Context: an optimization exercise on an open-source flow, tuned for small area and a short achievable clock period. The choices shown serve that exercise and are no tape-out recipe. RTL that was checked went through simulation tests only; none was proved equivalent to the original. For runs 1, 2 and 7, only the layout was checked, not whether the RTL still works. No activity file was given, so power comes from the tool's default toggle rates.

**config.mk**
```make
export PLATFORM = sky130hd
export DESIGN_NAME = matmul
export DESIGN_NICKNAME = matmul
export VERILOG_FILES = /design/flow/design.v
export SDC_FILE = /design/flow/constraint.sdc
export NUM_CORES = 4
export LEC_CHECK = 0
export CAP_MARGIN = 20
export CORE_MARGIN = 2
export CORE_UTILIZATION = 40
export SETUP_SLACK_MARGIN = 5
export SLEW_MARGIN = 20
export SYNTH_HIERARCHICAL = 1
export SYNTH_MINIMUM_KEEP_SIZE = 0
```
**constraint.sdc**
```tcl
create_clock -name core_clock -period 10.0 [get_ports {clk}]
set_input_delay 2.0000 -clock core_clock [delete_from_list [all_inputs] [get_ports {clk}]]
set_output_delay 2.0000 -clock core_clock [all_outputs]
set_load 0.01 [all_outputs]
```
**design.v**
```verilog
module matmul_fa (input logic a, input logic b, input logic c, output logic s, output logic co);
  assign s = a ^ b ^ c;
  assign co = (a & b) | (a & c) | (b & c);
endmodule
module matmul_xor (input logic a, input logic b, output logic y);
  assign y = a ^ b;
endmodule
module matmul_xnor (input logic a, input logic b, output logic y);
  assign y = ~(a ^ b);
endmodule
module matmul_or (input logic a, input logic b, output logic y);
  assign y = a | b;
endmodule
module matmul_and (input logic a, input logic b, output logic y);
  assign y = a & b;
endmodule
module matmul_nand (input logic a, input logic b, output logic y);
  assign y = ~(a & b);
endmodule
module matmul_nor (input logic a, input logic b, output logic y);
  assign y = ~(a | b);
endmodule
module matmul_aoi (input logic a1, input logic a2, input logic b1, output logic y);
  assign y = ~((a1 & a2) | b1);
endmodule
module matmul_oai (input logic a1, input logic a2, input logic b1, output logic y);
  assign y = ~((a1 | a2) & b1);
endmodule
module matmul_dot2 (input logic [7:0] a0, input logic [7:0] b0,
                    input logic [7:0] a1, input logic [7:0] b1,
                    output logic [7:0] y);
  wire n1 = ~(a0[0] & b0[0]);
  wire n2 = ~(a1[0] & b1[0]);
  wire n3 = ~(a0[0] & b0[1]);
  wire n4 = ~(a0[1] & b0[0]);
  wire n5 = ~(a1[0] & b1[1]);
  wire n6 = ~(a1[1] & b1[0]);
  wire n7, n8;
  matmul_fa un7 (.a(n3), .b(n4), .c(n5), .s(n7), .co(n8));
  wire n9 = ~(a0[0] & b0[2]);
  wire n10 = ~(a0[1] & b0[1]);
  wire n11 = ~(a0[2] & b0[0]);
  wire n12 = ~(a1[0] & b1[2]);
  wire n13 = ~(a1[1] & b1[1]);
  wire n14 = ~(a1[2] & b1[0]);
  wire n15, n16;
  matmul_fa un15 (.a(n9), .b(n10), .c(n11), .s(n15), .co(n16));
  wire n17, n18;
  matmul_fa un17 (.a(n12), .b(n13), .c(n14), .s(n17), .co(n18));
  wire n19;
  matmul_xnor un19 (.a(n8), .b(n15), .y(n19));
  wire n20;
  matmul_or un20 (.a(n8), .b(n15), .y(n20));
  wire n21 = ~(a0[0] & b0[3]);
  wire n22 = ~(a0[1] & b0[2]);
  wire n23 = ~(a0[2] & b0[1]);
  wire n24 = ~(a0[3] & b0[0]);
  wire n25 = ~(a1[0] & b1[3]);
  wire n26 = ~(a1[1] & b1[2]);
  wire n27 = ~(a1[2] & b1[1]);
  wire n28 = ~(a1[3] & b1[0]);
  wire n29, n30;
  matmul_fa un29 (.a(n21), .b(n22), .c(n23), .s(n29), .co(n30));
  wire n31, n32;
  matmul_fa un31 (.a(n24), .b(n25), .c(n26), .s(n31), .co(n32));
  wire n33, n34;
  matmul_fa un33 (.a(n27), .b(n28), .c(n16), .s(n33), .co(n34));
  wire n35, n36;
  matmul_fa un35 (.a(n18), .b(n29), .c(n31), .s(n35), .co(n36));
  wire n37;
  matmul_xnor un37 (.a(n20), .b(n33), .y(n37));
  wire n38;
  matmul_or un38 (.a(n20), .b(n33), .y(n38));
  wire n39 = ~(a0[0] & b0[4]);
  wire n40 = ~(a0[1] & b0[3]);
  wire n41 = ~(a0[2] & b0[2]);
  wire n42 = ~(a0[3] & b0[1]);
  wire n43 = ~(a0[4] & b0[0]);
  wire n44 = ~(a1[0] & b1[4]);
  wire n45 = ~(a1[1] & b1[3]);
  wire n46 = ~(a1[2] & b1[2]);
  wire n47 = ~(a1[3] & b1[1]);
  wire n48 = ~(a1[4] & b1[0]);
  wire n49, n50;
  matmul_fa un49 (.a(n39), .b(n40), .c(n41), .s(n49), .co(n50));
  wire n51, n52;
  matmul_fa un51 (.a(n42), .b(n43), .c(n44), .s(n51), .co(n52));
  wire n53, n54;
  matmul_fa un53 (.a(n45), .b(n46), .c(n47), .s(n53), .co(n54));
  wire n55, n56;
  matmul_fa un55 (.a(n48), .b(n30), .c(n32), .s(n55), .co(n56));
  wire n57, n58;
  matmul_fa un57 (.a(n49), .b(n51), .c(n53), .s(n57), .co(n58));
  wire n59, n60;
  matmul_fa un59 (.a(n34), .b(n55), .c(n36), .s(n59), .co(n60));
  wire n61;
  matmul_xnor un61 (.a(n57), .b(n38), .y(n61));
  wire n62;
  matmul_or un62 (.a(n57), .b(n38), .y(n62));
  wire n63 = ~(a0[0] & b0[5]);
  wire n64 = ~(a0[1] & b0[4]);
  wire n65 = ~(a0[2] & b0[3]);
  wire n66 = ~(a0[3] & b0[2]);
  wire n67 = ~(a0[4] & b0[1]);
  wire n68 = ~(a0[5] & b0[0]);
  wire n69 = ~(a1[0] & b1[5]);
  wire n70 = ~(a1[1] & b1[4]);
  wire n71 = ~(a1[2] & b1[3]);
  wire n72 = ~(a1[3] & b1[2]);
  wire n73 = ~(a1[4] & b1[1]);
  wire n74 = ~(a1[5] & b1[0]);
  wire n75, n76;
  matmul_fa un75 (.a(n63), .b(n64), .c(n65), .s(n75), .co(n76));
  wire n77, n78;
  matmul_fa un77 (.a(n66), .b(n67), .c(n68), .s(n77), .co(n78));
  wire n79, n80;
  matmul_fa un79 (.a(n69), .b(n70), .c(n71), .s(n79), .co(n80));
  wire n81, n82;
  matmul_fa un81 (.a(n72), .b(n73), .c(n74), .s(n81), .co(n82));
  wire n83, n84;
  matmul_fa un83 (.a(n50), .b(n52), .c(n54), .s(n83), .co(n84));
  wire n85, n86;
  matmul_fa un85 (.a(n75), .b(n77), .c(n79), .s(n85), .co(n86));
  wire n87, n88;
  matmul_fa un87 (.a(n81), .b(n56), .c(n58), .s(n87), .co(n88));
  wire n89, n90;
  matmul_fa un89 (.a(n83), .b(n85), .c(n60), .s(n89), .co(n90));
  wire n91;
  matmul_xnor un91 (.a(n62), .b(n87), .y(n91));
  wire n92;
  matmul_or un92 (.a(n62), .b(n87), .y(n92));
  wire n93 = ~(a0[0] & b0[6]);
  wire n94 = ~(a0[1] & b0[5]);
  wire n95 = ~(a0[2] & b0[4]);
  wire n96 = ~(a0[3] & b0[3]);
  wire n97 = ~(a0[4] & b0[2]);
  wire n98 = ~(a0[5] & b0[1]);
  wire n99 = ~(a0[6] & b0[0]);
  wire n100 = ~(a1[0] & b1[6]);
  wire n101 = ~(a1[1] & b1[5]);
  wire n102 = ~(a1[2] & b1[4]);
  wire n103 = ~(a1[3] & b1[3]);
  wire n104 = ~(a1[4] & b1[2]);
  wire n105 = ~(a1[5] & b1[1]);
  wire n106 = ~(a1[6] & b1[0]);
  wire n107, n108;
  matmul_fa un107 (.a(n93), .b(n94), .c(n95), .s(n107), .co(n108));
  wire n109, n110;
  matmul_fa un109 (.a(n96), .b(n97), .c(n98), .s(n109), .co(n110));
  wire n111, n112;
  matmul_fa un111 (.a(n99), .b(n100), .c(n101), .s(n111), .co(n112));
  wire n113, n114;
  matmul_fa un113 (.a(n102), .b(n103), .c(n104), .s(n113), .co(n114));
  wire n115, n116;
  matmul_fa un115 (.a(n105), .b(n106), .c(n76), .s(n115), .co(n116));
  wire n117, n118;
  matmul_fa un117 (.a(n78), .b(n80), .c(n82), .s(n117), .co(n118));
  wire n119, n120;
  matmul_fa un119 (.a(n107), .b(n109), .c(n111), .s(n119), .co(n120));
  wire n121, n122;
  matmul_fa un121 (.a(n113), .b(n84), .c(n115), .s(n121), .co(n122));
  wire n123, n124;
  matmul_fa un123 (.a(n86), .b(n117), .c(n119), .s(n123), .co(n124));
  wire n125, n126;
  matmul_fa un125 (.a(n88), .b(n121), .c(n123), .s(n125), .co(n126));
  wire n127;
  matmul_xnor un127 (.a(n92), .b(n90), .y(n127));
  wire n128;
  matmul_or un128 (.a(n92), .b(n90), .y(n128));
  wire n129 = ~(a0[0] & b0[7]);
  wire n130 = ~(a0[1] & b0[6]);
  wire n131 = ~(a0[2] & b0[5]);
  wire n132 = ~(a0[3] & b0[4]);
  wire n133 = ~(a0[4] & b0[3]);
  wire n134 = ~(a0[5] & b0[2]);
  wire n135 = ~(a0[6] & b0[1]);
  wire n136 = ~(a0[7] & b0[0]);
  wire n137 = ~(a1[0] & b1[7]);
  wire n138 = ~(a1[1] & b1[6]);
  wire n139 = ~(a1[2] & b1[5]);
  wire n140 = ~(a1[3] & b1[4]);
  wire n141 = ~(a1[4] & b1[3]);
  wire n142 = ~(a1[5] & b1[2]);
  wire n143 = ~(a1[6] & b1[1]);
  wire n144 = ~(a1[7] & b1[0]);
  wire n145;
  matmul_xor un145 (.a(n129), .b(n130), .y(n145));
  wire n146;
  matmul_xor un146 (.a(n131), .b(n132), .y(n146));
  wire n147;
  matmul_xor un147 (.a(n133), .b(n134), .y(n147));
  wire n148;
  matmul_xor un148 (.a(n135), .b(n136), .y(n148));
  wire n149;
  matmul_xor un149 (.a(n137), .b(n138), .y(n149));
  wire n150;
  matmul_xor un150 (.a(n139), .b(n140), .y(n150));
  wire n151;
  matmul_xor un151 (.a(n141), .b(n142), .y(n151));
  wire n152;
  matmul_xor un152 (.a(n143), .b(n144), .y(n152));
  wire n153;
  matmul_xor un153 (.a(n145), .b(n146), .y(n153));
  wire n154;
  matmul_xor un154 (.a(n147), .b(n148), .y(n154));
  wire n155;
  matmul_xor un155 (.a(n149), .b(n150), .y(n155));
  wire n156;
  matmul_xor un156 (.a(n151), .b(n152), .y(n156));
  wire n157;
  matmul_xor un157 (.a(n153), .b(n154), .y(n157));
  wire n158;
  matmul_xor un158 (.a(n155), .b(n156), .y(n158));
  wire n159;
  matmul_xor un159 (.a(n108), .b(n110), .y(n159));
  wire n160;
  matmul_xor un160 (.a(n112), .b(n114), .y(n160));
  wire n161;
  matmul_xor un161 (.a(n157), .b(n158), .y(n161));
  wire n162;
  matmul_xor un162 (.a(n159), .b(n160), .y(n162));
  wire n163;
  matmul_xor un163 (.a(n161), .b(n162), .y(n163));
  wire n164;
  matmul_xor un164 (.a(n116), .b(n118), .y(n164));
  wire n165;
  matmul_xor un165 (.a(n120), .b(n163), .y(n165));
  wire n166;
  matmul_xor un166 (.a(n164), .b(n165), .y(n166));
  wire n167;
  matmul_xor un167 (.a(n122), .b(n166), .y(n167));
  wire n168;
  matmul_xor un168 (.a(n124), .b(n167), .y(n168));
  wire n169;
  matmul_xor un169 (.a(n168), .b(n126), .y(n169));
  wire n170;
  matmul_xor un170 (.a(n128), .b(n169), .y(n170));
  wire n171;
  matmul_xor un171 (.a(n1), .b(n2), .y(n171));
  wire n172;
  matmul_or un172 (.a(n1), .b(n2), .y(n172));
  wire n173, n174;
  matmul_fa un173 (.a(n6), .b(n7), .c(n172), .s(n173), .co(n174));
  wire n175 = ~n173;
  wire n176, n177;
  matmul_fa un176 (.a(n17), .b(n19), .c(n174), .s(n176), .co(n177));
  wire n178 = ~n176;
  wire n179, n180;
  matmul_fa un179 (.a(n35), .b(n37), .c(n177), .s(n179), .co(n180));
  wire n181 = ~n179;
  wire n182;
  matmul_xor un182 (.a(n61), .b(n59), .y(n182));
  wire n183;
  matmul_and un183 (.a(n61), .b(n59), .y(n183));
  wire n184;
  matmul_or un184 (.a(n61), .b(n59), .y(n184));
  wire n185;
  matmul_oai un185 (.a1(n183), .a2(n180), .b1(n184), .y(n185));
  wire n186;
  matmul_xor un186 (.a(n182), .b(n180), .y(n186));
  wire n187 = ~n186;
  wire n188;
  matmul_xor un188 (.a(n91), .b(n89), .y(n188));
  wire n189;
  matmul_nand un189 (.a(n91), .b(n89), .y(n189));
  wire n190;
  matmul_nor un190 (.a(n91), .b(n89), .y(n190));
  wire n191;
  matmul_aoi un191 (.a1(n189), .a2(n185), .b1(n190), .y(n191));
  wire n192;
  matmul_xor un192 (.a(n188), .b(n185), .y(n192));
  wire n193;
  matmul_xor un193 (.a(n127), .b(n125), .y(n193));
  wire n194;
  matmul_and un194 (.a(n127), .b(n125), .y(n194));
  wire n195;
  matmul_or un195 (.a(n127), .b(n125), .y(n195));
  wire n196;
  matmul_oai un196 (.a1(n194), .a2(n191), .b1(n195), .y(n196));
  wire n197;
  matmul_xor un197 (.a(n193), .b(n191), .y(n197));
  wire n198 = ~n197;
  wire n199;
  matmul_xor un199 (.a(n170), .b(n196), .y(n199));
  wire n200 = ~n199;
  assign y = {n200, n198, n192, n187, n181, n178, n175, n171};
endmodule
module matmul(A,B,y,clk);
    input logic [31:0] A;
    input logic [31:0] B;
    output logic [31:0] y;
    input logic clk;
    logic [7:0] y00, y01, y10, y11;
    matmul_dot2 u00 (.a0(A[31:24]), .b0(B[31:24]), .a1(A[23:16]), .b1(B[15:8]), .y(y00));
    matmul_dot2 u01 (.a0(A[31:24]), .b0(B[23:16]), .a1(A[23:16]), .b1(B[7:0]),  .y(y01));
    matmul_dot2 u10 (.a0(A[15:8]),  .b0(B[31:24]), .a1(A[7:0]),   .b1(B[15:8]), .y(y10));
    matmul_dot2 u11 (.a0(A[15:8]),  .b0(B[23:16]), .a1(A[7:0]),   .b1(B[7:0]),  .y(y11));
    always_ff @(posedge clk)
        y <= {y00, y01, y10, y11};
endmodule
```
**flow/run.sh**
```bash
#!/bin/bash
# The standard layout (standard.sh), except that buffer_ports uses
# sky130_fd_sc_hd__buf_1 for the port buffers instead of the delay-buffer cell it picks by default.
set -e
export BUFFER_PORTS_ARGS="-buffer_cell sky130_fd_sc_hd__buf_1"
bash standard.sh  finish > standard.log 2>&1
```
**standard.sh**
```bash
#!/bin/bash
# synth_recipe.tcl (not shown) runs the flow's synth.tcl, then flattens the netlist and writes it again
# the make line also repeats each setting of config.mk as NAME=value (left out here)
make -C /OpenROAD-flow-scripts/flow DESIGN_CONFIG=/design/flow/config.mk WORK_HOME=/design/flow/orfs CLKGATE_MAP_FILE= SYNTH_SCRIPT=/design/flow/synth_recipe.tcl "${@:-finish}"
```
==> flow_summary.ini, run 1 <==
[timing]
worst_slew_pin_slew_ps = 466
fin_ws_ps = 5160
finalSetupTns_ps = 0
finalCritPeriodShare_pct = 48.4
fmax_mhz = 207
maxSlewHeadroom_pct = 68.9
hold_viol_final = 0
min_period_ps = 4840
slew_viol_final = 0
hold_ws_ps = 2170
setup_viol = 0
rsz0062_at_grt = false

[finish]
diodes = 0
area_growth_pct = 7.76
largest_reg_flops = 32
drive_gt1_share_pct = 6.25
reg_top3 = y: 32 flops
largest-register = y
fin_nets = 1000

[cts]
cts.clk_slew.worst_paths_ps = 60
holdBufCountCts = 0
postCtsSetupBuffers = 0
clock-root-buffer = clkbuf_16
cts_sinks = 32
clock_path_buffers = 2
cts_tree = yes
numCtsBuffers = 5
h-tree-depth = 2

[routing]
vias = 5038
antenna_left = 0
drt_iter0_drc = 262
drcViolationCount = 0
wl_um = 17200
wl_per_cell_um = 16.9
vias_per_cell = 4.96
firstDrtPassIters = 4

[yosys]
synth_top_family_by_area = adder cells
synthesis.nets = 945
synthAdderAreaFrac_pct = 41.4
yosys.area_share.simple_pct = 20.7
synth_area_leaders = fa_1 41%, xor2_1 18%, nand2_1 17%
synth_xor_area_share_pct = 20.8
synth_compound_area_share_pct = 1.14
synth_top_area_share_pct = 41.4
synthTopCellsByCount = 292 x nand2_1, 136 x fa_1, 136 x xor2_1
ys.flop_type = dfxtp_1
synth-seq-cells = 32
synth_area_per_cell_um2 = 8.84
synth_most_common_cell = nand2_1
syn_inst = 744
synthMuxAreaShare_pct = 0
yosys.area.top_type = fa_1
async_flop_share_pct = 0
syn_area_um2 = 6580
synth_edf_count = 0
synth_cell_types = 13
ys_warn_count = 7
ys_seq_area_share_pct = 9.74

[die]
start_util_pct = 41.1
num_rows = 46
die_h_um = 132
fp.dieArea_um2 = 17500
fp.dieW_um = 132
io_pins = 97
core-area_um2 = 16000

[global_route]
grt_overflow_total = 0
grt_pass1_wl_um = 27900
use_met2_pct = 34.6
grt_max_degree = 17
grt_pass1_vias = 5253
antenna_found_initial = 0
top_usage_layer = met2
track_usage_pct = 20.6
grt_use_met3_pct = 2.81
grtUsageMet1_pct = 27.6

[setup_path]
path_cells = clkdlybuf4s15_2 > nand2_1 > fa_1 > fa_1 > fa_1 > fa_1 > or2_1 > o21ai_1 > xor2_1 > inv_1
worstSetupPathType = in2reg
critical-path-max-stage-delay_ps = 550
cpMostUsedCell = fa_1
cpMaxStageDelayCell = fa_1
path_max_fanout = 16
cp-end-kind = register
cp-start-kind = input pin
cp_data_required_time_ps = 10200
arrival_ps = 5030
path_buf_inv = 2
cp_top_family = adder cells

[pwr]
vdd_drop_max_mv = 0.0867
finalPower_mw = 1.37
p_leak_nw = 2.71
power_density_nw_per_um2 = 193

[place]
dp_hpwl_um = 13400
port_buffers = 96
post-place-ws_ps = 4470
gp_congestion = 0.854

[hold_path]
min_path_type = in2reg

[flow_run]
cap_violations = 0

[outcome]
status = finished clean
[final timing paths]
check / slack, ps / cells after the start / to / startpoint
worst max-delay path: 5160 / 10 / y[31] / B[8]
worst min-delay path: 2170 / 3 / y[16] / A[24]
[logic make-up (layout without fill, tap and decap cells)]
kind of cell	count (synthesis)	in the layout
simple gates	336	336
fa+ha+maj	136	136
compound gates	12	12
xor+xnor	156	156
flops	32	32
buf+inv	72	128
[Yosys stat by module, one instance, submodules excluded, a selection]
module | flip-flops and latches | cell area [µm²]
matmul_aoi | 0 | 8.76
matmul_and | 0 | 6.26
matmul_xnor | 0 | 8.76
matmul_or | 0 | 6.26
matmul_dot2 | 0 | 373
matmul_nand | 0 | 3.75
matmul | 32 | 641
matmul_fa | 0 | 20.0
matmul_oai | 0 | 5.00
matmul_xor | 0 | 8.76
[power breakdown]
| group | switching, mW | internal [mW] | leakage (nW) |
|---|---|---|---|
| Clock | 0.0629 | 0.0917 | 0.0736 |
| Combinational | 0.555 | 0.438 | 2.37 |
| Sequential | 0.0181 | 0.200 | 0.270 |
[per-layer routing]
metal  routed length [µm]  vias up
met4                  375        0
met3                  924       27
li1                     -     2288
met1                 7370     2541
met2                 8550      182
met5                    0        -
[per-stage QoR]
step / cell area (µm²) / std cells / utilization (%)
floorplan: 6580 / 744 / -
global placement: 6890 / 1008 / 43.0
detailed placement: 6890 / 1008 / 43.0
CTS: 7080 / 1016 / 44.3
global route: 7090 / 1016 / 44.3
finish: 7090 / 1016 / 44.3
[placed cells by master, fill, tap and decap left out, types with 2 or more instances in the layout]
master | synthesis | routed
buf_1 | 0 | 58
or2_1 | 32 | 32
buf_2 | 16 | 18
clkinv_2 | 0 | 2
and2_1 | 8 | 8
xnor2_1 | 20 | 20
dfxtp_1 | 32 | 32
fa_1 | 136 | 136
clkbuf_2 | 0 | 18
inv_1 | 24 | 24
clkbuf_16 | 0 | 5
o21ai_1 | 8 | 8
xor2_1 | 136 | 136
nor2_1 | 4 | 4
a21oi_2 | 4 | 4
nand2_1 | 292 | 292
[layout make-up]
| type | count | area [µm²] |
|---|---|---|
| fill | 1704 | 8910 |
| multi-input combinational | 640 | 5530 |
| sequential | 32 | 641 |
| timing repair buffer | 96 | 417 |
| tap | 216 | 270 |
| clock buffer | 5 | 125 |
| inverter | 24 | 90.1 |
| clock inverter | 3 | 18.8 |
[timing repair]
action	in CTS	in global routing
setup endpoints to repair	9	8
gates resized for setup	24	25
cloned	0	0
==> inputs of run 2 (changes only) <==
--- a/flow/run.sh
+++ b/flow/run.sh
@@ -5,2 +5,2 @@
 export BUFFER_PORTS_ARGS="-buffer_cell sky130_fd_sc_hd__buf_1"
-bash standard.sh  finish > standard.log 2>&1
+bash standard.sh SETUP_SLACK_MARGIN=6.5 finish > standard.log 2>&1
--- a/config.mk
+++ b/config.mk
@@ -10,3 +10,2 @@
 export CORE_UTILIZATION = 40
-export SETUP_SLACK_MARGIN = 5
 export SLEW_MARGIN = 20
==> flow_summary.ini, run 2 <==
[place]
gp_congestion = 0.814
dp_hpwl_um = 13300
port_buffers = 96

[die]
io_pins = 97
fp.dieW_um = 132
start_util_pct = 41.1
fp.dieArea_um2 = 17500
num_rows = 46
die_h_um = 132
core-area_um2 = 16000

[yosys]
synth_cell_types = 13
synth_area_per_cell_um2 = 8.84
synth_xor_area_share_pct = 20.8
synth-seq-cells = 32
syn_inst = 744
synth_area_leaders = fa_1 41%, xor2_1 18%, nand2_1 17%
synthesis.nets = 945
synth_top_area_share_pct = 41.4
synthMuxAreaShare_pct = 0
synth_most_common_cell = nand2_1
synth_edf_count = 0
syn_area_um2 = 6580
yosys.area_share.simple_pct = 20.7
synthAdderAreaFrac_pct = 41.4
synthTopCellsByCount = 292 x nand2_1, 136 x fa_1, 136 x xor2_1
yosys.area.top_type = fa_1
synth_top_family_by_area = adder cells
synth_compound_area_share_pct = 1.14
ys_warn_count = 7
ys.flop_type = dfxtp_1
async_flop_share_pct = 0
ys_seq_area_share_pct = 9.74

[routing]
vias_per_cell = 4.90
wl_per_cell_um = 18.0
wl_met1_um = 8180
drt_iter0_drc = 315
dr_wl_met3_um = 1250
drcViolationCount = 0
wl_met2_um = 9440
firstDrtPassIters = 5
antenna_left = 0
vias = 5229
wl_um = 19300
dr.max_layer_used = met4

[finish]
largest-register = y
fillCellCount = 1460
area_growth_pct = 32.1
drive_gt1_share_pct = 28.5
fin_nets = 1052
diodes = 0
layout_common_cells = 240 x nand2_1, 128 x xor2_1, 82 x fa_1
reg_top3 = y: 32 flops
layout_commonest_cell = nand2_1
largest_reg_flops = 32
final_util_pct = 54.3

[setup_path]
worstSetupPathType = in2reg
path_max_fanout = 8
cp_data_required_time_ps = 10170
cp-start-kind = input pin
cp-end-kind = register
arrival_ps = 4930

[global_route]
grt_overflow_total = 0
grt_max_degree = 17
track_usage_pct = 22.7
grt_pass1_vias = 5865
grt_pass1_wl_um = 31200
antenna_found_initial = 0

[cts]
h-tree-depth = 2
clock-root-buffer = clkbuf_16
cts_sinks = 32
cts_tree = yes
cts.clk_slew.worst_paths_ps = 50
clock_path_buffers = 2
numCtsBuffers = 5

[hold_path]
min_path_type = in2reg

[timing]
worst_slew_pin_slew_ps = 398
fmax_mhz = 210
min_period_ps = 4760
finalCritPeriodShare_pct = 47.6
slew_viol_final = 0
maxSlewHeadroom_pct = 73.3
finalSetupTns_ps = 0
hold_viol_final = 0
rsz0062_at_grt = true
setup_viol = 0

[pwr]
finalPower_mw = 1.55
vdd_drop_max_mv = 0.124
p_leak_nw = 3.40
power_density_nw_per_um2 = 179

[outcome]
status = finished clean

[flow_run]
cap_violations = 0
[run 2: cell counts after synthesis]
No cell type changed its count.
[run 2: per-module statistics from Yosys (local to each module, per instance)]
module / cells / flops+latches / cell area [µm²]
matmul_fa: 1 / 0 / 20.0
matmul: 32 / 32 / 641
matmul_and: 1 / 0 / 6.26
matmul_dot2: 90 / 0 / 373
matmul_oai: 1 / 0 / 5.00
matmul_or: 1 / 0 / 6.26
matmul_xnor: 1 / 0 / 8.76
matmul_aoi: 1 / 0 / 8.76
matmul_nand: 1 / 0 / 3.75
matmul_xor: 1 / 0 / 8.76
matmul_nor: 1 / 0 / 3.75
[run 2: final timing paths]
| kind | start | endpoint | slack (ps) | cells after the start |
|---|---|---|---|---|
| hold / removal | A[16] | y[16] | 2040 | 3 |
| setup / recovery | B[0] | y[23] | 5240 | 14 |
[run 2: final cells by class]
type	instances	area, µm²	share of cell area [%]
well taps	216	270	3.11
inverters	24	90.1	1.04
repair buffers	148	1570	18.1
clock inverters	3	18.8	0.216
flip-flops and latches	32	641	7.37
multi-input cells	640	5970	68.7
clock buffers	5	125	1.44
[run 2: timing repair]
item | CTS | global route
setup buffers | 32 | 14
hold buffers | 0 | 0
setup endpoints to repair | 28 | 24
gates resized for setup | 268 | 72
endpoints found under the hold margin | 0 | 0
gates cloned | 4 | 0
pin swaps | 89 | 79
[run 2: report_power, final]
part           internal, mW  switching, mW  total [mW]  leakage [nW]
logic                 0.553          0.634        1.19          3.05
clock network        0.0916         0.0585       0.150        0.0736
registers             0.199         0.0154       0.215         0.270
total                 0.844          0.708        1.55          3.40
[run 2: critical path, cell delays in order]
cell,delay (ps)
buf_6,70
buf_8,130
buf_4,110
buf_4,100
nand2_2,60
fa_2,360
fa_2,350
fa_2,400
fa_1,440
xnor2_1,360
and2_1,210
o21ai_1,80
xor2_1,190
inv_1,60
[run 2: kinds of logic (layout without fill, tap and decap cells)]
family / count (synthesis) / after routing
and+or+nand+nor: 336 / 336
xor gates and xnor gates: 156 / 156
adders and majority gates: 136 / 136
buffers and inverters: 72 / 180
DFF: 32 / 32
AOI/OAI and AO/OA: 12 / 12
[run 2: metrics by stage]
stage	instance area, µm²	hold WS, ps	setup slack, ps	cells
floorplan	6790	2300	5170	744
global placement	7010	2390	4370	1010
detailed placement	7010	2390	4330	1010
CTS	8300	2030	5370	1054
global route	8690	2040	5120	1068
finish	8690	2040	5240	1068
[run 2: layer usage]
metal | GRT usage [%] | up-vias
met3 | 3.19 | 25
met5 | 0 | -
li1 | - | 2392
met1 | 30.3 | 2613
met2 | 39.0 | 199
met4 | 5.97 | 0
==> inputs of run 3 (changes only) <==
--- a/design.v
+++ b/design.v
@@ -259,29 +259,26 @@
   wire n186;
-  matmul_xor un186 (.a(n182), .b(n180), .y(n186));
-  wire n187 = ~n186;
+  matmul_xnor un186 (.a(n182), .b(n180), .y(n186));
+  wire n187;
+  matmul_xor un187 (.a(n91), .b(n89), .y(n187));
   wire n188;
-  matmul_xor un188 (.a(n91), .b(n89), .y(n188));
+  matmul_nand un188 (.a(n91), .b(n89), .y(n188));
   wire n189;
-  matmul_nand un189 (.a(n91), .b(n89), .y(n189));
+  matmul_nor un189 (.a(n91), .b(n89), .y(n189));
   wire n190;
-  matmul_nor un190 (.a(n91), .b(n89), .y(n190));
+  matmul_aoi un190 (.a1(n188), .a2(n185), .b1(n189), .y(n190));
   wire n191;
-  matmul_aoi un191 (.a1(n189), .a2(n185), .b1(n190), .y(n191));
+  matmul_xor un191 (.a(n187), .b(n185), .y(n191));
   wire n192;
-  matmul_xor un192 (.a(n188), .b(n185), .y(n192));
+  matmul_xor un192 (.a(n127), .b(n125), .y(n192));
   wire n193;
-  matmul_xor un193 (.a(n127), .b(n125), .y(n193));
+  matmul_and un193 (.a(n127), .b(n125), .y(n193));
   wire n194;
-  matmul_and un194 (.a(n127), .b(n125), .y(n194));
+  matmul_or un194 (.a(n127), .b(n125), .y(n194));
   wire n195;
-  matmul_or un195 (.a(n127), .b(n125), .y(n195));
+  matmul_oai un195 (.a1(n193), .a2(n190), .b1(n194), .y(n195));
   wire n196;
-  matmul_oai un196 (.a1(n194), .a2(n191), .b1(n195), .y(n196));
+  matmul_xnor un196 (.a(n192), .b(n190), .y(n196));
   wire n197;
-  matmul_xor un197 (.a(n193), .b(n191), .y(n197));
-  wire n198 = ~n197;
-  wire n199;
-  matmul_xor un199 (.a(n170), .b(n196), .y(n199));
-  wire n200 = ~n199;
-  assign y = {n200, n198, n192, n187, n181, n178, n175, n171};
+  matmul_xnor un197 (.a(n170), .b(n195), .y(n197));
+  assign y = {n197, n196, n191, n186, n181, n178, n175, n171};
 endmodule
--- a/flow/run.sh
+++ b/flow/run.sh
@@ -5,2 +5,2 @@
 export BUFFER_PORTS_ARGS="-buffer_cell sky130_fd_sc_hd__buf_1"
-bash standard.sh SETUP_SLACK_MARGIN=6.5 finish > standard.log 2>&1
+bash standard.sh  finish > standard.log 2>&1
--- a/config.mk
+++ b/config.mk
@@ -10,2 +10,3 @@
 export CORE_UTILIZATION = 40
+export SETUP_SLACK_MARGIN = 4.5
 export SLEW_MARGIN = 20
==> flow_summary.ini, run 3 <==
[pwr]
vdd_drop_max_mv = 0.0845
finalPower_mw = 1.38
p_leak_nw = 2.53
power_density_nw_per_um2 = 197

[cts]
cts-resized-gates = 0
cts.clk_slew.worst_paths_ps = 50
h-tree-depth = 2
numCtsBuffers = 5
clock_path_buffers = 2
holdBufCountCts = 0
postCtsSetupBuffers = 0
cts_sinks = 32
clock-root-buffer = clkbuf_16
cts_tree = yes

[routing]
drcViolationCount = 0
drt_iter0_drc = 285
antenna_left = 0
firstDrtPassIters = 4
vias_per_cell = 4.94
wl_um = 16900
vias = 4960
wl_per_cell_um = 16.8

[global_route]
grt_pass1_wl_um = 27700
track_usage_pct = 20.6
grt_overflow_total = 0
grt_max_degree = 17
antenna_found_initial = 0
grt_pass1_vias = 5234

[timing]
slew_viol_final = 0
worst_slew_pin_slew_ps = 908
fmax_mhz = 193
rsz0062_at_grt = false
maxSlewHeadroom_pct = 39.5
hold_viol_final = 0
fin_ws_ps = 4830
finalSetupTns_ps = 0
setup_viol = 0
min_period_ps = 5170
finalCritPeriodShare_pct = 51.7

[hold_path]
min_path_type = in2reg
hold_depth = 3

[yosys]
ys_seq_area_share_pct = 9.81
synth_most_common_cell = nand2_1
synth_edf_count = 0
ys_warn_count = 7
synth_area_per_cell_um2 = 8.92
synth_cell_types = 13
synth_area_leaders = fa_1 42%, nand2_1 17%, xor2_1 17%
synthTopCellsByCount = 292 x nand2_1, 136 x fa_1, 124 x xor2_1
synthesis.nets = 933
syn_inst = 732
synth_top_area_share_pct = 41.7
yosys.area.top_type = fa_1
ys.flop_type = dfxtp_1
synth-seq-cells = 32
syn_area_um2 = 6530
async_flop_share_pct = 0

[die]
io_pins = 97
fp.dieW_um = 132
fp.dieArea_um2 = 17400
die_h_um = 132
num_rows = 46
start_util_pct = 41.0
core-area_um2 = 15900

[setup_path]
arrival_ps = 5390
cp_data_required_time_ps = 10210
cp-end-kind = register
critical-path-max-stage-delay_ps = 650
path_cells = buf_1 > nand2_1 > fa_1 > fa_1 > fa_1 > fa_1 > or2_1 > o21ai_1 > xnor2_1
cp-start-kind = input pin
cpMostUsedCell = fa_1
cpMaxStageDelayCell = buf_1
path_max_fanout = 16
worstSetupPathType = in2reg

[finish]
area_growth_pct = 7.55
final_cell_area_um2 = 7020
final_util_pct = 44.1
fillCellCount = 1644
largest-register = y
layout_commonest_cell = nand2_1
drive_gt1_share_pct = 1.52
diodes = 0
largest_reg_flops = 32
layout_common_cells = 292 x nand2_1, 136 x fa_1, 124 x xor2_1
reg_top3 = y: 32 flops
fin_nets = 988

[place]
post-place-ws_ps = 4530
dp_hpwl_um = 13300
port_buffers = 96
gp_congestion = 0.819
postPlaceCellArea_um2 = 6840

[outcome]
status = finished clean

[flow_run]
cap_violations = 0
-- run 3: cell count changes after synthesis --
cell,before,now
xnor2_1,20,32
inv_1,24,12
xor2_1,136,124
-- run 3: layout make-up --
| type | instances | area (µm²) | area share, % |
|---|---|---|---|
| clock buffer | 7 | 153 | 2.17 |
| clock inverter | 1 | 30.0 | 0.428 |
| inverter | 12 | 45.0 | 0.641 |
| multi-input combinational | 640 | 5530 | 78.7 |
| sequential | 32 | 641 | 9.12 |
| tap | 216 | 270 | 3.85 |
| timing repair buffer | 96 | 360 | 5.13 |
-- run 3: worst paths after layout --
kind	from	slack (ps)	to
worst max-delay path	A[8]	4830	y[7]
worst min-delay path	B[16]	2400	y[0]
-- run 3: power by group --
part | switching, mW | internal, mW | total [mW]
registers | 0.0156 | 0.199 | 0.215
clock network | 0.0614 | 0.131 | 0.193
logic | 0.525 | 0.452 | 0.977
-- run 3: per-module statistics from Yosys, one instance, submodules excluded, excerpt --
module	cells inside	flip-flops and latches	copies in the design	area, µm²
matmul_nand	1	0	4	3.75
matmul_oai	1	0	8	5.00
matmul_xnor	1	0	32	8.76
matmul_nor	1	0	4	3.75
matmul_fa	1	0	136	20.0
matmul_xor	1	0	124	8.76
matmul_aoi	1	0	4	8.76
matmul	32	32	1	641
matmul_or	1	0	32	6.26
-- run 3: cells by family (layout without fill, tap and decap cells) --
family	count (synthesis)	in the layout	share of synthesized area, %
and+or+nand+nor	336	336	20.8
buffers and inverters	60	116	5.59
xor gates and xnor gates	156	156	20.9
adders and majority gates	136	136	41.7
AOI/OAI and AO/OA	12	12	1.15
DFF	32	32	9.81
-- run 3: through the flow --
step | cells | hold WS [ps]
floorplan | 732 | 2300
global placement | 996 | 2390
detailed placement | 996 | 2390
CTS | 1004 | 2380
global route | 1004 | 2450
finish | 1004 | 2400
-- run 3: critical path: cells and delay by family --
| family | cells | cell delay [ps] |
|---|---|---|
| simple gates | 2 | 440 |
| fa+ha+maj | 4 | 2070 |
| buf+inv | 1 | 650 |
| xor+xnor | 1 | 130 |
| compound gates | 1 | 90 |
-- run 3: per-layer routing --
metal | global-route usage [%] | vias up | share of wire [%]
li1 | - | 2264 | -
met1 | 26.7 | 2496 | 43
met2 | 35.0 | 182 | 49
met3 | 3.73 | 18 | 6.0
met4 | 6.28 | 0 | 1.7
met5 | 0 | - | 0
==> inputs of run 4 (changes only) <==
--- a/config.mk
+++ b/config.mk
@@ -10,3 +10,3 @@
 export CORE_UTILIZATION = 40
-export SETUP_SLACK_MARGIN = 4.5
+export SETUP_SLACK_MARGIN = 5
 export SLEW_MARGIN = 20
==> flow_summary.ini, run 4 <==
[routing]
drcViolationCount = 0
wl_per_cell_um = 16.9
wl_um = 17000
drt_iter0_drc = 287
antenna_left = 0
firstDrtPassIters = 4
vias = 5009
vias_per_cell = 4.99

[finish]
fin_nets = 988
layout_commonest_cell = nand2_1
diodes = 0
fillCellCount = 1637
area_growth_pct = 8.31
largest_reg_flops = 32
layout_common_cells = 292 x nand2_1, 136 x fa_1, 124 x xor2_1
largest-register = y
final_util_pct = 44.4
reg_top3 = y: 32 flops
drive_gt1_share_pct = 5.33

[yosys]
synth_top_family_by_area = adder cells
synth_edf_count = 0
synth_cell_types = 13
synthMuxAreaShare_pct = 0
synth_most_common_cell = nand2_1
synth_compound_area_share_pct = 1.15
synthesis.nets = 933
synthAdderAreaFrac_pct = 41.7
ys.flop_type = dfxtp_1
ys_seq_area_share_pct = 9.81
synth_area_per_cell_um2 = 8.92
ys_warn_count = 7
syn_area_um2 = 6530
async_flop_share_pct = 0
yosys.area_share.simple_pct = 20.8
synth-seq-cells = 32
synth_top_area_share_pct = 41.7
syn_inst = 732
synthTopCellsByCount = 292 x nand2_1, 136 x fa_1, 124 x xor2_1
synth_area_leaders = fa_1 42%, nand2_1 17%, xor2_1 17%
yosys.area.top_type = fa_1
synth_xor_area_share_pct = 20.9

[cts]
holdBufCountCts = 0
cts_sinks = 32
clock-root-buffer = clkbuf_16
cts.clk_slew.worst_paths_ps = 50
h-tree-depth = 2
postCtsSetupBuffers = 0
clock_path_buffers = 2
cts-resized-gates = 11
cts_tree = yes
numCtsBuffers = 5

[global_route]
grt_max_degree = 17
grt_pass1_wl_um = 27700
antenna_found_initial = 0
grt_pass1_vias = 5257
grt_overflow_total = 0
track_usage_pct = 20.6

[setup_path]
cpMaxStageDelayCell = fa_1
cpMostUsedCell = fa_1
crit_path_start = A[24]
path_cells = clkdlybuf4s15_2 > nand2_1 > fa_1 > fa_1 > fa_1 > fa_1 > or2_1 > o21ai_1 > xnor2_1
critical-path-max-stage-delay_ps = 570
cp-end-kind = register
worstSetupPathType = in2reg
cp_data_required_time_ps = 10180
cp_top_family = adder cells
cp-start-kind = input pin
path_max_fanout = 16
arrival_ps = 5020
path_buf_inv = 1

[pwr]
p_leak_nw = 2.62
p_clk_share_pct = 13.9
pwr-share-comb_pct = 70.6
p_sw_uw = 601
intPower_uw = 784
seq_power_share_pct = 15.5
finalPower_mw = 1.39
power_switching_share_pct = 43.4
vdd_drop_max_mv = 0.0846
power_density_nw_per_um2 = 196

[flow_run]
cap_violations = 0

[die]
io_pins = 97
die_h_um = 132
fp.dieArea_um2 = 17400
start_util_pct = 41.0
core-area_um2 = 15900
num_rows = 46
fp.dieW_um = 132

[timing]
hold_ws_ps = 2180
maxSlewHeadroom_pct = 57.4
slew_viol_final = 0
finalSetupTns_ps = 0
fmax_mhz = 207
setup_viol = 0
hold_viol_final = 0
rsz0062_at_grt = true
finalCritPeriodShare_pct = 48.4
min_period_ps = 4840
worst_slew_pin_slew_ps = 639

[place]
gp_congestion = 0.819
port_buffers = 96
dp_hpwl_um = 13300

[hold_path]
min_path_type = in2reg
min-delay-start = A[8]
hold_depth = 3
hold_end = y[8]

[outcome]
status = finished clean
## run 4: cells by family after synthesis
kind of cell,count (synthesis)
simple gates,336
xor+xnor,156
fa+ha+maj,136
buf+inv,60
flops,32
compound gates,12
## run 4: per-layer routing
metal  track usage [%]  vias to the layer above  part of all wire, %
li1                  -                     2265                    -
met1              26.7                     2547                   42
met2              35.2                      177                   50
met3              3.73                       20                  6.3
met4              6.28                        0                  1.7
met5                 0                        -                    0
## run 4: per-stage QoR
stage / std cells / worst slack, ps / instance area [µm²]
after global routing: 1004 / 4990 / 7070
after detailed placement: 996 / 4530 / 6840
after floorplan: 732 / 5200 / 6530
final: 1004 / 5160 / 7070
after global placement: 996 / 4540 / 6840
after CTS: 1004 / 5010 / 7050
## run 4: layout make-up
class | instances | area (µm²) | share of cell area (%)
multi-input combinational | 640 | 5530 | 78.1
sequential | 32 | 641 | 9.06
timing repair buffer | 96 | 410 | 5.80
tap | 216 | 270 | 3.82
clock buffer | 7 | 153 | 2.16
inverter | 12 | 45.0 | 0.637
clock inverter | 1 | 30.0 | 0.424
## run 4: modules after synthesis, one instance, submodules excluded, a selection
module / cells / copies in the design
matmul_and: 1 / 8
matmul_xnor: 1 / 32
matmul_nor: 1 / 4
matmul_oai: 1 / 8
matmul_dot2: 87 / 4
matmul: 32 / 1
matmul_aoi: 1 / 4
matmul_nand: 1 / 4
matmul_or: 1 / 32
## run 4: worst max path at each step
stage                       end  slack [ps]  depth (start not counted)
after floorplan           y[15]        5200                         10
after global placement     y[7]        4540                          9
after detailed placement   y[7]        4530                          9
after CTS                 y[23]        5010                          9
after global routing      y[23]        4990                         10
final                     y[23]        5160                          9
## run 4: power groups by stage
stage | clock (mW) | sequential, mW | combinational (mW)
after global placement | 0 | 0.218 | 0.973
after floorplan | 0 | 0.246 | 1.00
after CTS | 0.199 | 0.215 | 0.989
after detailed placement | 0 | 0.218 | 0.985
after global routing | 0.204 | 0.220 | 1.10
final | 0.192 | 0.214 | 0.978
==> inputs of run 5 (changes only) <==
--- a/config.mk
+++ b/config.mk
@@ -10,2 +10,3 @@
 export CORE_UTILIZATION = 40
+export CTS_BUF_LIST = sky130_fd_sc_hd__clkbuf_8
 export SETUP_SLACK_MARGIN = 5
==> flow_summary.ini, run 5 <==
[outcome]
status = finished clean

[pwr]
power_density_nw_per_um2 = 190
vdd_drop_max_mv = 0.0811
p_leak_nw = 2.58

[yosys]
synthTopCellsByCount = 292 x nand2_1, 136 x fa_1, 124 x xor2_1
ys_seq_area_share_pct = 9.81
synth_top_area_share_pct = 41.7
yosys.area.top_type = fa_1
async_flop_share_pct = 0
syn_inst = 732
synth_area_leaders = fa_1 42%, nand2_1 17%, xor2_1 17%
ys_warn_count = 7
synth_edf_count = 0
syn_area_um2 = 6530
synthesis.nets = 933
synth_most_common_cell = nand2_1
synth_area_per_cell_um2 = 8.92
synth_cell_types = 13
ys.flop_type = dfxtp_1
synth-seq-cells = 32

[global_route]
track_usage_pct = 20.6
grt_max_degree = 17
grt_pass1_wl_um = 27800
antenna_found_initial = 0
grt_overflow_total = 0
grt_pass1_vias = 5261

[routing]
vias_per_cell = 5.01
drcViolationCount = 0
vias = 5029
wl_um = 16900
antenna_left = 0
drt_iter0_drc = 257
firstDrtPassIters = 5
wl_per_cell_um = 16.9

[timing]
rsz0062_at_grt = true
min_period_ps = 4880
slew_viol_final = 0
hold_viol_final = 0
setup_viol = 0
finalCritPeriodShare_pct = 48.8
fmax_mhz = 205
fin_ws_ps = 5120
finalSetupTns_ps = 0
maxSlewHeadroom_pct = 58.2
worst_slew_pin_slew_ps = 627

[die]
io_pins = 97
die_h_um = 132
fp.dieArea_um2 = 17400
num_rows = 46
start_util_pct = 41.0
core-area_um2 = 15900
fp.dieW_um = 132

[cts]
cts_sinks = 32
cts.clk_slew.worst_paths_ps = 70
h-tree-depth = 2
numCtsBuffers = 5
clock_path_buffers = 2
clock-root-buffer = clkbuf_8
cts_tree = yes
holdBufCountCts = 0

[flow_run]
cap_violations = 0

[finish]
reg_top3 = y: 32 flops
fin_nets = 988
largest_reg_flops = 32
fillCellCount = 1640
drive_gt1_share_pct = 4.82
multiInputGateArea_um2 = 5530
diodes = 0
area_growth_pct = 7.47
seq_area_um2 = 641
largest-register = y
layout_common_cells = 292 x nand2_1, 136 x fa_1, 124 x xor2_1
layout_commonest_cell = nand2_1

[place]
dp_hpwl_um = 13300
post-place-ws_ps = 4530
port_buffers = 96
gp_congestion = 0.819

[setup_path]
path_max_fanout = 16
arrival_ps = 5120
cp-start-kind = input pin
cp-end-kind = register
cp_data_required_time_ps = 10240
worstSetupPathType = in2reg

[hold_path]
hold_depth = 3
min_path_type = in2reg
[run 5: cell types whose count changed in the layout (fill, tap and decap cells not counted), sizes merged]
cell / previous run / this run
clkdlybuf4s15: 2 / 3
clkbuf: 29 / 28
[run 5: critical path, cell delays in order]
cell             delay [ps]
clkdlybuf4s15_2         450
nand2_1                 150
fa_1                    550
fa_1                    480
fa_1                    560
fa_1                    450
or2_1                   240
o21ai_1                  90
xnor2_1                 130
[run 5: per-module statistics from Yosys, one instance, submodules excluded]
module | flops+latches | area [µm²]
matmul | 32 | 641
matmul_dot2 | 0 | 362
matmul_fa | 0 | 20.0
matmul_aoi | 0 | 8.76
matmul_xnor | 0 | 8.76
matmul_xor | 0 | 8.76
matmul_and | 0 | 6.26
matmul_or | 0 | 6.26
matmul_oai | 0 | 5.00
matmul_nand | 0 | 3.75
matmul_nor | 0 | 3.75
[run 5: worst paths after layout]
| kind | start | to |
|---|---|---|
| hold / removal | B[16] | y[0] |
| setup / recovery | A[8] | y[7] |
[run 5: metal layers]
layer / global-route usage [%] / up-vias / share of wire, %
met5: 0 / - / 0
met4: 6.76 / 0 / 2.1
met3: 3.50 / 25 / 6.3
met2: 34.9 / 189 / 49
met1: 26.9 / 2553 / 42
li1: - / 2262 / -
[run 5: logic make-up (layout without fill, tap and decap cells)]
kind of cell	Yosys count	count (layout)	share of synthesized area, %
AO/OA/AOI/OAI	12	12	1.15
flip-flops	32	32	9.81
adder cells (fa/ha/maj)	136	136	41.7
buffers and inverters	60	116	5.59
XOR/XNOR	156	156	20.9
AND/OR/NAND/NOR	336	336	20.8
[run 5: power by group]
part	internal, mW	switching, mW
Combinational	0.453	0.524
Sequential	0.199	0.0154
Clock	0.0880	0.0570
Total	0.740	0.597
[run 5: area by class of cell]
class | instances | area share (%)
Multi-Input combinational cell | 640 | 78.7
Sequential cell | 32 | 9.13
Timing Repair Buffer | 96 | 5.86
Tap cell | 216 | 3.85
Clock buffer | 7 | 1.37
Inverter | 12 | 0.642
Clock inverter | 1 | 0.428
[run 5: timing repair]
action                                  CTS  global route
setup buffers                             0             0
endpoints found under the hold margin     0             0
gates resized for setup                   8            28
endpoints found under the setup margin    5            10
[run 5: through the flow]
step,util (%),hold WS [ps],instance area (µm²),std cells,power (mW)
5_1_grt,44.0,2180,7020,1004,1.48
4_1_cts,43.9,2140,6990,1004,1.35
3_5_place_dp,42.9,2390,6840,996,1.20
3_3_place_gp,42.9,2390,6840,996,1.19
2_1_floorplan,-,2300,6530,732,1.25
6_report,44.0,2180,7020,1004,1.34
==> inputs of run 6 (changes only) <==
--- a/flow/run.sh
+++ b/flow/run.sh
@@ -5,2 +5,2 @@
 export BUFFER_PORTS_ARGS="-buffer_cell sky130_fd_sc_hd__buf_1"
-bash standard.sh  finish > standard.log 2>&1
+bash standard.sh SETUP_SLACK_MARGIN=5.5 finish > standard.log 2>&1
--- a/config.mk
+++ b/config.mk
@@ -10,4 +10,2 @@
 export CORE_UTILIZATION = 40
-export CTS_BUF_LIST = sky130_fd_sc_hd__clkbuf_8
-export SETUP_SLACK_MARGIN = 5
 export SLEW_MARGIN = 20
==> flow_summary.ini, run 6 <==
[finish]
drive_gt1_share_pct = 19.9
largest_reg_flops = 32
largest-register = y
layout_common_cells = 262 x nand2_1, 116 x xor2_1, 109 x fa_1
diodes = 0
area_growth_pct = 24.5
fin_nets = 1008
reg_top3 = y: 32 flops
layout_commonest_cell = nand2_1

[timing]
worst_slew_pin_slew_ps = 314
finalSetupTns_ps = 0
rsz0062_at_grt = true
fmax_mhz = 217
setup_viol = 0
hold_ws_ps = 2060
finalCritPeriodShare_pct = 46.0
hold_viol_final = 0
slew_viol_final = 0
maxSlewHeadroom_pct = 78.9
min_period_ps = 4600

[routing]
firstDrtPassIters = 4
wl_per_cell_um = 18.2
vias_per_cell = 5.05
vias = 5175
drcViolationCount = 0
drt_iter0_drc = 386
antenna_left = 0
wl_um = 18700

[place]
dp_hpwl_um = 13300
port_buffers = 96
gp_congestion = 0.839

[flow_run]
cap_violations = 0

[die]
fp.dieW_um = 132
die_h_um = 132
start_util_pct = 41.0
num_rows = 46
fp.dieArea_um2 = 17400
core-area_um2 = 15900
io_pins = 97

[yosys]
async_flop_share_pct = 0
ys_warn_count = 7
synth-seq-cells = 32
syn_area_um2 = 6530
yosys.area.top_type = fa_1
synth_edf_count = 0
synthesis.nets = 933
synth_cell_types = 13
synthTopCellsByCount = 292 x nand2_1, 136 x fa_1, 124 x xor2_1
ys.flop_type = dfxtp_1
synth_top_area_share_pct = 41.7
synth_area_leaders = fa_1 42%, nand2_1 17%, xor2_1 17%
synth_area_per_cell_um2 = 8.92
ys_seq_area_share_pct = 9.81
syn_inst = 732
synth_most_common_cell = nand2_1

[cts]
clock-root-buffer = clkbuf_16
clock_path_buffers = 2
holdBufCountCts = 0
h-tree-depth = 2
cts.clk_slew.worst_paths_ps = 50
cts_sinks = 32
numCtsBuffers = 5
cts_tree = yes

[setup_path]
path_cells = buf_1 > buf_6 > buf_4 > nand2_1 > fa_1 > fa_1 > fa_1 > fa_2 > or2_1 > o21ai_1 > xnor2_1
critical-path-max-stage-delay_ps = 520
arrival_ps = 4770
worstSetupPathType = in2reg
cp-end-kind = register
path_max_fanout = 6
cpMostUsedCell = fa_1
cp_top_family = adder cells
cp-start-kind = input pin
cpMaxStageDelayCell = fa_1
path_buf_inv = 3
cp_data_required_time_ps = 10170

[pwr]
p_clk_share_pct = 12.1
intPower_uw = 827
p_leak_nw = 3.09
power_density_nw_per_um2 = 179
vdd_drop_max_mv = 0.116
seq_power_share_pct = 14.5
pwr-share-comb_pct = 73.4
p_sw_uw = 624
power_switching_share_pct = 43.0

[global_route]
grt_pass1_vias = 5565
grt_max_degree = 17
grtUsageMet1_pct = 26.5
antenna_found_initial = 0
grt_use_met3_pct = 3.19
top_usage_layer = met2
track_usage_pct = 21.1
grt_overflow_total = 0
use_met2_pct = 36.7
grt_pass1_wl_um = 28800

[hold_path]
min_path_type = in2reg

[outcome]
status = finished clean
run 6: changes by cell type in the layout (fill, tap and decap cells not counted), moves of 7 or more:
cell / delta
buf_1: -31
buf_12: +14
buf_4: +17
buf_6: +21
clkbuf_16: +11
clkbuf_2: -16
clkbuf_8: -7
fa_1: -27
fa_2: +27
nand2_1: -30
nand2_2: +18
nand2_4: +12
xor2_1: -8
xor2_2: +8
run 6: per-module statistics from Yosys, one instance, submodules excluded:
module       times used  flip-flops and latches  cells inside  area [µm²]
matmul_nor            4                       0             1        3.75
matmul_and            8                       0             1        6.26
matmul_or            32                       0             1        6.26
matmul_nand           4                       0             1        3.75
matmul_oai            8                       0             1        5.00
matmul_dot2           4                       0            87         362
matmul_xor          124                       0             1        8.76
matmul                1                      32            32         641
matmul_xnor          32                       0             1        8.76
matmul_fa           136                       0             1        20.0
matmul_aoi            4                       0             1        8.76
run 6: path summary, 6_finish.rpt:
check | to | cells after the start | from | slack, ps
min | y[16] | 3 | A[16] | 2060
max | y[15] | 11 | A[10] | 5400
run 6: power groups by stage:
stage	Clock (mW)	Combinational (mW)	Sequential, mW
6_report	0.176	1.07	0.210
5_1_grt	0.189	1.19	0.216
4_1_cts	0.181	1.02	0.211
3_5_place_dp	0	0.995	0.214
3_3_place_gp	0	0.976	0.214
2_1_floorplan	0	1.01	0.246
run 6: through the flow:
step           area, µm²  total power [mW]  cells  util, %  setup WS (ps)
2_1_floorplan       6690              1.26    732        -           5280
3_3_place_gp        6900              1.19    997     43.3           4560
3_5_place_dp        6900              1.21    997     43.3           4530
4_1_cts             7420              1.41   1008     46.6           5470
5_1_grt             8130              1.60   1024     51.0           5290
6_report            8130              1.45   1024     51.0           5400
run 6: what timing repair did:
action,CTS,global route
setup endpoints to repair,20,9
hold endpoints to repair,0,0
pin swaps,28,85
resized for setup,156,131
setup buffers,3,10
gates cloned,0,6
run 6: routing by layer:
layer	vias up	share of wire (%)
li1	2305	-
met1	2632	40
met2	206	51
met3	32	5.9
met4	0	2.7
met5	-	0
run 6: cells by family (layout without fill, tap and decap cells):
logic type / after synthesis / after routing / synth area share [%]
compound gates: 12 / 12 / 1.15
xor+xnor: 156 / 156 / 20.9
fa+ha+maj: 136 / 136 / 41.7
buf+inv: 60 / 136 / 5.59
flops: 32 / 32 / 9.81
simple gates: 336 / 336 / 20.8
run 6: layout make-up:
class,count,area [µm²]
flip-flops and latches,32,641
clock inverters,2,35.0
repair buffers,116,1180
inverters,12,45.0
fillers,1518,7810
clock buffers,6,129
multi-input cells,640,5830
well taps,216,270
run 6: tightest hold or removal path, cell delays in order:
cell and delay (ps):
clkbuf_16 140, nand2_1 80, xor2_1 60
==> inputs of run 7 (changes only) <==
--- a/design.v
+++ b/design.v
@@ -247,38 +247,47 @@
   wire n178 = ~n176;
-  wire n179, n180;
-  matmul_fa un179 (.a(n35), .b(n37), .c(n177), .s(n179), .co(n180));
-  wire n181 = ~n179;
+  wire n179;
+  matmul_xor un179 (.a(n35), .b(n37), .y(n179));
+  wire n180;
+  matmul_and un180 (.a(n35), .b(n37), .y(n180));
+  wire n181;
+  matmul_or un181 (.a(n35), .b(n37), .y(n181));
   wire n182;
-  matmul_xor un182 (.a(n61), .b(n59), .y(n182));
+  matmul_oai un182 (.a1(n180), .a2(n177), .b1(n181), .y(n182));
   wire n183;
-  matmul_and un183 (.a(n61), .b(n59), .y(n183));
-  wire n184;
-  matmul_or un184 (.a(n61), .b(n59), .y(n184));
+  matmul_xor un183 (.a(n179), .b(n177), .y(n183));
+  wire n184 = ~n183;
   wire n185;
-  matmul_oai un185 (.a1(n183), .a2(n180), .b1(n184), .y(n185));
+  matmul_xor un185 (.a(n61), .b(n59), .y(n185));
   wire n186;
-  matmul_xnor un186 (.a(n182), .b(n180), .y(n186));
+  matmul_nand un186 (.a(n61), .b(n59), .y(n186));
   wire n187;
-  matmul_xor un187 (.a(n91), .b(n89), .y(n187));
+  matmul_nor un187 (.a(n61), .b(n59), .y(n187));
   wire n188;
-  matmul_nand un188 (.a(n91), .b(n89), .y(n188));
+  matmul_aoi un188 (.a1(n186), .a2(n182), .b1(n187), .y(n188));
   wire n189;
-  matmul_nor un189 (.a(n91), .b(n89), .y(n189));
+  matmul_xor un189 (.a(n185), .b(n182), .y(n189));
   wire n190;
-  matmul_aoi un190 (.a1(n188), .a2(n185), .b1(n189), .y(n190));
+  matmul_xor un190 (.a(n91), .b(n89), .y(n190));
   wire n191;
-  matmul_xor un191 (.a(n187), .b(n185), .y(n191));
+  matmul_and un191 (.a(n91), .b(n89), .y(n191));
   wire n192;
-  matmul_xor un192 (.a(n127), .b(n125), .y(n192));
+  matmul_or un192 (.a(n91), .b(n89), .y(n192));
   wire n193;
-  matmul_and un193 (.a(n127), .b(n125), .y(n193));
+  matmul_oai un193 (.a1(n191), .a2(n188), .b1(n192), .y(n193));
   wire n194;
-  matmul_or un194 (.a(n127), .b(n125), .y(n194));
-  wire n195;
-  matmul_oai un195 (.a1(n193), .a2(n190), .b1(n194), .y(n195));
+  matmul_xor un194 (.a(n190), .b(n188), .y(n194));
+  wire n195 = ~n194;
   wire n196;
-  matmul_xnor un196 (.a(n192), .b(n190), .y(n196));
+  matmul_xor un196 (.a(n127), .b(n125), .y(n196));
   wire n197;
-  matmul_xnor un197 (.a(n170), .b(n195), .y(n197));
-  assign y = {n197, n196, n191, n186, n181, n178, n175, n171};
+  matmul_nand un197 (.a(n127), .b(n125), .y(n197));
+  wire n198;
+  matmul_nor un198 (.a(n127), .b(n125), .y(n198));
+  wire n199;
+  matmul_aoi un199 (.a1(n197), .a2(n193), .b1(n198), .y(n199));
+  wire n200;
+  matmul_xor un200 (.a(n196), .b(n193), .y(n200));
+  wire n201;
+  matmul_xor un201 (.a(n170), .b(n199), .y(n201));
+  assign y = {n201, n200, n195, n189, n184, n178, n175, n171};
 endmodule
--- a/flow/run.sh
+++ b/flow/run.sh
@@ -5,2 +5,2 @@
 export BUFFER_PORTS_ARGS="-buffer_cell sky130_fd_sc_hd__buf_1"
-bash standard.sh SETUP_SLACK_MARGIN=5.5 finish > standard.log 2>&1
+bash standard.sh  finish > standard.log 2>&1
--- a/config.mk
+++ b/config.mk
@@ -10,2 +10,3 @@
 export CORE_UTILIZATION = 40
+export SETUP_SLACK_MARGIN = 5
 export SLEW_MARGIN = 20
==> flow_summary.ini, run 7 <==
[routing]
drt_iter0_drc = 338
firstDrtPassIters = 4
vias_per_cell = 4.83
wl_um = 16800
drcViolationCount = 0
wl_per_cell_um = 16.4
vias = 4946
antenna_left = 0

[global_route]
grt_pass1_vias = 5058
grt_overflow_total = 0
grt_max_degree = 17
grt_pass1_wl_um = 27100
antenna_found_initial = 0
track_usage_pct = 19.7

[timing]
worst_slew_pin_slew_ps = 560
fin_ws_ps = 5170
finalSetupTns_ps = 0
setup_viol = 0
finalCritPeriodShare_pct = 48.3
rsz0062_at_grt = false
maxSlewHeadroom_pct = 62.7
min_period_ps = 4830
slew_viol_final = 0
fmax_mhz = 207
hold_viol_final = 0

[setup_path]
cp-end-kind = register
cp_data_required_time_ps = 10220
path_max_fanout = 8
worstSetupPathType = in2reg
cp-start-kind = input pin
arrival_ps = 5040

[finish]
diodes = 0
drive_gt1_share_pct = 5.82
largest_reg_flops = 32
fin_nets = 1004
final_cell_area_um2 = 7130
largest-register = y
area_growth_pct = 8.06
reg_top3 = y: 32 flops
layout_commonest_cell = nand2_1
layout_common_cells = 296 x nand2_1, 144 x xor2_1, 132 x fa_1

[cts]
h-tree-depth = 2
postCtsSetupBuffers = 0
cts.clk_slew.worst_paths_ps = 60
cts_sinks = 32
clock-root-buffer = clkbuf_16
clock_path_buffers = 2
cts_tree = yes
numCtsBuffers = 5

[yosys]
syn_inst = 752
yosys.area.top_type = fa_1
ys_warn_count = 7
ys_seq_area_share_pct = 9.70
synth_top_area_share_pct = 40.0
synth_edf_count = 0
synth_cell_types = 13
synthTopCellsByCount = 296 x nand2_1, 144 x xor2_1, 132 x fa_1
synth_most_common_cell = nand2_1
async_flop_share_pct = 0
synthesis.nets = 949
synth-seq-cells = 32
ys.flop_type = dfxtp_1
synth_area_leaders = fa_1 40%, xor2_1 19%, nand2_1 17%
syn_area_um2 = 6600
synth_area_per_cell_um2 = 8.78

[die]
die_h_um = 132
start_util_pct = 41.3
num_rows = 46
io_pins = 97
fp.dieArea_um2 = 17500
fp.dieW_um = 132
core-area_um2 = 16000

[pwr]
vdd_drop_max_mv = 0.0899
pwr-share-comb_pct = 70.9
intPower_uw = 762
finalPower_mw = 1.39
seq_power_share_pct = 15.4
p_clk_share_pct = 13.6
p_leak_nw = 2.69
p_sw_uw = 626
power_switching_share_pct = 45.1
power_density_nw_per_um2 = 195

[place]
port_buffers = 96
dp_hpwl_um = 13400
post-place-ws_ps = 4480
gp_congestion = 0.824
postPlaceCellArea_um2 = 6910

[flow_run]
cap_violations = 0

[outcome]
status = finished clean

[hold_path]
min_path_type = in2reg
==> run 7: cell count changes in the layout (fill, tap and decap cells not counted), sizes merged <==
cell	previous run	this run
clkinv	1	0
fa	136	132
xnor2	32	20
nand2	292	296
inv	12	16
xor2	124	144
a21oi	4	8
clkbuf	18	20
nor2	4	8
buf	104	83
==> run 7: final timing paths <==
check / slack [ps] / cells past startpoint / to / startpoint
hold / removal: 2180 / 3 / y[8] / A[0]
setup / recovery: 5170 / 9 / y[7] / A[12]
==> run 7: layout make-up <==
cell class / count / area, µm²
tap: 216 / 270
sequential: 32 / 641
inverter: 16 / 60.1
timing repair buffer: 96 / 399
multi-input combinational: 656 / 5580
clock buffer: 7 / 153
clock inverter: 1 / 30.0
fill: 1688 / 8870
==> run 7: repair_timing <==
item / in CTS / in global routing
gates resized for setup: 20 / 17
endpoints found under the setup margin: 9 / 9
hold buffers: 0 / 0
==> run 7: modules after synthesis, one instance, submodules excluded, a selection <==
module | cell area [µm²] | times used | cells
matmul_fa | 20.0 | 132 | 1
matmul_aoi | 8.76 | 8 | 1
matmul_nor | 3.75 | 8 | 1
matmul | 641 | 1 | 32
matmul_dot2 | 365 | 4 | 88
matmul_xor | 8.76 | 144 | 1
matmul_nand | 3.75 | 8 | 1
==> run 7: critical path, stage by stage <==
cell     delay (ps)
buf_1           400
nand2_1         150
fa_1            520
fa_1            560
fa_1            440
fa_1            560
nand2_1         100
a21oi_2         170
xor2_1          140
==> run 7: routing by layer <==
layer  share of wire, %  GRT usage [%]  vias up
met5                  0              0        -
met4                1.1           4.48        0
met3                4.9           2.34       14
met2                 50           33.3      150
met1                 44           27.1     2461
li1                   -              -     2321
==> run 7: cells by family after synthesis <==
| family | after synthesis | share of synthesized area [%] |
|---|---|---|
| AO/OA/AOI/OAI | 16 | 1.67 |
| adder cells (fa/ha/maj) | 132 | 40.0 |
| XOR/XNOR | 164 | 21.8 |
| AND/OR/NAND/NOR | 344 | 21.1 |
| buffers and inverters | 64 | 5.76 |
| flip-flops | 32 | 9.70 |
==> run 7: power groups by stage <==
stage                     Clock [mW]  Combinational, mW  Sequential (mW)
after global placement             0              0.971            0.220
after global routing           0.200               1.12            0.219
after detailed placement           0              0.991            0.218
final                          0.189              0.985            0.214
after floorplan                    0               1.00            0.247
after CTS                      0.196              0.997            0.215
==> run 7: through the flow <==
stage	hold slack, ps	instances	utilization [%]
finish	2180	1024	44.6
global placement	2390	1016	43.2
global route	2220	1024	44.6
floorplan	2300	752	-
CTS	2170	1024	44.6
detailed placement	2390	1016	43.2

what the ideal ports hide:
How much do the figures lean on ideal ports? The routed layouts below were timed once more, with nothing changed but the port constraints.
Step 1 sets driving cells, clkbuf_16 on the clock port and buf_2 on the other inputs (assumed; they add their load-dependent delay and slew).
Step 2 times the ports against the registers' clock, not the clock port: input delays grow and output delays shrink by t, the midpoint of the rising clock arrivals with the driver on.
a / b / c = ideal / step 1 / step 2; a / b = the first two.
run	t (ns)	slack for setup (ns)	slew at the worst register clock pin (ns)
run 1	0.334	5.161 / 5.179 / 4.845	0.06 / 0.06
run 2	0.318	5.239 / 5.134 / 4.816	0.06 / 0.06
run 3	0.333	4.828 / 4.841 / 4.509	0.06 / 0.06
run 4	0.333	5.162 / 5.171 / 4.839	0.06 / 0.06
run 5	0.352	5.120 / 5.125 / 4.773	0.09 / 0.09
run 6	0.320	5.401 / 5.408 / 5.088	0.06 / 0.06
run 7	0.327	5.172 / 5.187 / 4.860	0.06 / 0.06
After both steps every run listed still meets setup and hold. The setup slack of run 2, which loses most, moves by -0.105 ns with the drivers and by -0.423 ns with both steps.
